This design comes from an exercise in tuning for a short achievable clock period and few clock cycles on the open sky130 flow, not from production work. The RTL was checked by simulation tests, not by an equivalence proof against the original design. Power figures rest on the tool's default switching activity, not on a simulated workload.

old:
## main_proc
module main_proc(clock, reset, imem_addr, imem_rdata, dmem_addr, dmem_wdata, dmem_we, dmem_rdata);
input clock, reset;
output [31:0] imem_addr;
input  [31:0] imem_rdata;
output [31:0] dmem_addr;
output [31:0] dmem_wdata;
output        dmem_we;
input  [31:0] dmem_rdata;
reg [31:0] pc_f;             
reg [31:0] pc_o;             
reg        v2;               
reg [31:0] pc2;              
reg [31:0] np2;              
reg        hit2;             
wire [31:0] w = imem_rdata;
reg        vI;               
reg [31:0] ir, pcI, npI;
reg        hitI;             
reg [12:0] pd;               
reg [31:1] oh1, oh2, ohd;    
reg        vS;               
reg [31:0] irS, pcS, npS;
reg        hitS;
reg        vE;
reg [31:0] opA, opB, opBi;   
reg [31:0] pcE, npE, kE_res, brE_t, jalE_t, pc4E, immE_i, immE_ls;
reg [31:0] negE_i;           
reg [2:0]  f3E;
reg        altE, rE, lwE, swE, brE, jalE, jalrE, kE, wrE, nzE, hitE;
reg        okE_seq, okE_br, okE_jal;
reg [4:0]  rs1E, rdE;
reg [11:0] immE_lo;          
reg [31:1] ohdE;
reg        okE_jalr_pred;    
reg        ld1_v, ld2_v;     
reg [4:0]  ld1_rd, ld2_rd;
reg [31:1] ld1_oh, ld2_oh;
reg [31:0] dm_addr, dm_wdata;
reg        dm_we;
reg        sf_v;             
reg [4:0]  sf_rs1;
reg [11:0] sf_imm;
reg [31:0] sf_data;
reg  [31:0] alu_y;
wire        alu_sub = rE && altE;
wire [31:0] alu_sum = alu_sub ? (opA - opBi) : (opA + opBi);
wire        alu_lt  = $signed(opA) < $signed(opBi);
wire [31:0] alu_sra = $signed(opA) >>> opBi[4:0];
wire [31:0] alu_srl = opA >> opBi[4:0];
always @* begin
  case (f3E)
  3'b000: alu_y = alu_sum;
  3'b001: alu_y = opA << opBi[4:0];
  3'b010: alu_y = {31'd0, alu_lt};
  3'b100: alu_y = opA ^ opBi;
  3'b101: alu_y = altE ? alu_sra : alu_srl;
  3'b110: alu_y = opA | opBi;
  3'b111: alu_y = opA & opBi;
  default: alu_y = {31'd0, alu_lt};
  endcase
end
wire fwE  = lwE && sf_v && (rs1E == sf_rs1) && (immE_lo == sf_imm);    
wire e_wr = vE && (wrE || (fwE && nzE));
wire [31:0] res_e = kE ? kE_res : fwE ? sf_data : alu_y;
wire br_eq = (opA == opB);
wire br_lt = $signed(opA) < $signed(opB);
reg  taken;
always @* begin
  case (f3E)
  3'b000: taken = br_eq;
  3'b001: taken = !br_eq;
  3'b100: taken = br_lt;
  default: taken = !br_lt;
  endcase
end
wire br_tk = brE && taken;
wire [31:0] jalr_t = (opA + immE_i) & ~32'd1;
wire [31:0] ls_addr = opA + immE_ls;
  ...
export LEC_CHECK = 0
export ABC_CLOCK_PERIOD_IN_PS = 100
export CAP_MARGIN = 20
export CELL_PAD_IN_SITES_DETAIL_PLACEMENT = 1
export CELL_PAD_IN_SITES_GLOBAL_PLACEMENT = 1
export CORE_MARGIN = 2
export CORE_UTILIZATION = 30
export PLACE_DENSITY = 0.45
export SLEW_MARGIN = 20
export SYNTH_HIERARCHICAL = 1
create_clock -name core_clock -period 23.0 [get_ports {clock}]
standard.sh (not shown) runs the stock make flow with config.mk's settings and CLKGATE_MAP_FILE= SYNTH_SCRIPT=/design/flow/synth_recipe.tcl, a recipe that flattens the netlist after the stock synthesis.
==> flow/flow/run.sh <==
#!/bin/bash
# The standard ORFS layout (the standard.sh; the standard synthesis is unchanged) with:
#  - repair_timing aiming for more setup slack than the 23 ns constraint alone asks for,
#  - port buffers made with buf_4 rather than the delay cell buffer_ports picks by default,
#  - resizing free to change a cell's footprint,
#  - after global placement, the flip-flops that drive output ports get the strongest
#    drive of their cell type (flow/upsize_out_flops.tcl).
# All output goes to standard_flow.log in the work folder (ORFS's own logs are under orfs/logs).
set -euo pipefail
bash standard.sh \
  SETUP_SLACK_MARGIN=16.8 TNS_END_PERCENT=50 MATCH_CELL_FOOTPRINT=0 \
  "BUFFER_PORTS_ARGS=-buffer_cell sky130_fd_sc_hd__buf_4" \
  "POST_GLOBAL_PLACE_TCL=$(pwd)/flow/upsize_out_flops.tcl" \
  finish > standard_flow.log 2>&1
==> flow/flow/upsize_out_flops.tcl <==
# Run after global placement (POST_GLOBAL_PLACE hook): give the flip-flops that
# drive the output ports (imem_addr, dmem_addr, dmem_wdata, dmem_we) the
# strongest drive of their cell type. Same cell type, same register; only the
# drive strength changes. Detailed placement legalizes afterwards.
set db [ord::get_db]
set block [[$db getChip] getBlock]
set strong [$db findMaster sky130_fd_sc_hd__dfxtp_4]
set n 0
foreach inst [$block getInsts] {
  set name [$inst getName]
  if {[regexp {^(pc_o|dm_addr|dm_wdata|dm_we)(\\\[|\$)} $name]} {
    if {[[$inst getMaster] getName] eq "sky130_fd_sc_hd__dfxtp_1"} {
      $inst swapMaster $strong
      incr n
    }
  }
}
puts "upsize_out_flops: $n flip-flops set to dfxtp_4"
old ended with every stage complete and zero timing, DRC or antenna violations.
Testbench counts of old, summed over its fixed seeds: cycles 32,913.
Inputs modified between old and new:
-- flow/design.v --
<<< old, line 200
wire        dm_l    = tl_v && (tl_r == rs1);
wire        dm_a    = ta_v && (ta_r == rs1);
wire [31:0] d_jt    = ((dm_l ? tl_val : ta_val) + imm_i) & ~32'd1;
wire        d_jr    = go && d_jalr && !fpI && (dm_l || dm_a);
wire d_ok_seq = fpI ? (pc4 == jtD) : (pc4 == npI);
>>> new, line 200
wire        dm_l    = tl_v && (tl_r == rs1);
wire        dm_a    = ta_v && (ta_r == rs1);
wire [31:0] d_jt_l  = (tl_val + imm_i) & ~32'd1;
wire [31:0] d_jt_a  = (ta_val + imm_i) & ~32'd1;
wire [31:0] d_jt    = dm_l ? d_jt_l : d_jt_a;
wire        d_jr    = go && d_jalr && !fpI && (dm_l || dm_a);
wire d_ok_seq = fpI ? (pc4 == jtD) : (pc4 == npI);
<<< old, line 209
wire d_zloop  = !f3[2] && (rs2 == 5'd0) && e1 && e_addi;
wire d_taken  = e_zero ^ f3[0];
wire d_brr    = go && d_br && d_zloop && (d_taken ? !d_ok_br : !d_ok_seq);
wire        d_redir = d_jr || d_brr;         
wire [31:0] d_tgt   = d_jalr ? d_jt : d_taken ? br_t : pc4;
>>> new, line 211
wire d_zloop  = !f3[2] && (rs2 == 5'd0) && e1 && e_addi;
wire d_taken  = e_zero ^ f3[0];
wire d_brr    = go && d_br && d_zloop && (d_taken ^ (fpI || hitI));
wire        d_redir = d_jr || d_brr;         
wire [31:0] d_tgt   = d_jalr ? d_jt : d_taken ? br_t : pc4;
<<< old, line 253
wire [1:0] occ = {1'b0, vI} + {1'b0, vS} + {1'b0, v2} - {1'b0, go};
wire issue = (occ <= 2'd1);
wire [31:0] pc_keep = reset ? 32'd0 : d_redir ? d_tgt : issue ? f_next : pc_f;
wire [31:0] e_tgt   = br_tk ? brE_t : jalrE ? jalr_t : jalE ? jalE_t : pc4E;
wire        e_take  = redirect && !reset;
>>> new, line 255
wire [1:0] occ = {1'b0, vI} + {1'b0, vS} + {1'b0, v2} - {1'b0, go};
wire issue = (occ <= 2'd1);
wire [31:0] pc_keep = reset ? 32'd0 : issue ? f_next : pc_f;
wire        d_take  = d_redir && !reset;
wire [31:0] e_tgt   = br_tk ? brE_t : jalrE ? jalr_t : jalE ? jalE_t : pc4E;
wire        e_take  = redirect && !reset;
<<< old, line 259
wire [11:2] f2_jt;
wire [31:0] pc_next;
f2_predict FP(.reset(reset), .w(w), .pc2(pc2), .v2(v2), .hit2(hit2), .pc_e(pc_keep), .redirect(d_redir),
              .f2_jal(f2_jal), .jt(f2_jt), .pc_next(pc_next));
wire [12:0] nx_pd;
>>> new, line 262
wire [11:2] f2_jt;
wire [31:0] pc_next;
f2_predict FP(.reset(reset), .w(w), .pc2(pc2), .v2(v2), .hit2(hit2), .pc_e(pc_keep), .redirect(1'b0),
              .f2_jal(f2_jal), .jt(f2_jt), .pc_next(pc_next));
wire [12:0] nx_pd;
<<< old, line 295
end
always @(posedge clock) begin
  pc_f <= e_take ? e_tgt : pc_next;    
  pc_o <= reset ? 32'd0 : e_take ? e_tgt : pc_next;
  pc2 <= pc_f;
  np2 <= f_next;
>>> new, line 298
end
always @(posedge clock) begin
  pc_f <= e_take ? e_tgt : d_take ? d_tgt : pc_next;    
  pc_o <= reset ? 32'd0 : e_take ? e_tgt : d_take ? d_tgt : pc_next;
  pc2 <= pc_f;
  np2 <= f_next;
Notes after the runs:
Of the two values seen for critical path startpoint, ir[31] was produced by old and imem_rdata[9] by new. old → new: combinational share of power fell 2.7 points, cell count after synthesis rose 226, average footprint of a synthesized cell fell about 2%, total power fell about 4.4%, minimum period implied by the final worst setup slack rose 0.13 ns. Ran to the end and failed final checks on capacitance limit, slew limit: new. From old to new the numbers moved as follows: power per standard cell area fell about 4%, required time of the worst setup path rose 0.04 ns, register share of total power rose 0.8 points, worst path setup slack after routing fell 0.13 ns, signal arrival time at the worst endpoint rose 0.17 ns. Total track usage, old and new, lower one = new. new: part of the power in the clock network is 1.9 points higher than what old reported.
Testbench counts of new, summed over its fixed seeds: cycles 32,913.

==> afterwards: timing with drivers on the ports <==
Ports are ideal in the flow. The routed layouts listed here were re-timed in OpenROAD. Step 1: set_driving_cell puts a clkbuf_16 on clock and a buf_2 on each other input, an assumption about the parent block. Step 2 times the ports against the registers' clock, not the clock port: input delays grow and output delays shrink by t, the midpoint of the rising clock arrivals with the driver on. Slacks: ideal ports / drivers / drivers and shift; pairs: ideal ports / drivers.
| run | t, ns | setup WS [ns] | hold slack, ns |
|---|---|---|---|
| old | 1.083 | 16.884 / 16.779 / 15.911 | 0.274 / 0.274 / 0.274 |
| new | 1.065 | 16.751 / 16.749 / 15.779 | 0.262 / 0.262 / 0.262 |
For old, which loses most, drivers alone change the setup slack by -0.105 ns; drivers and shift together by -0.973 ns.
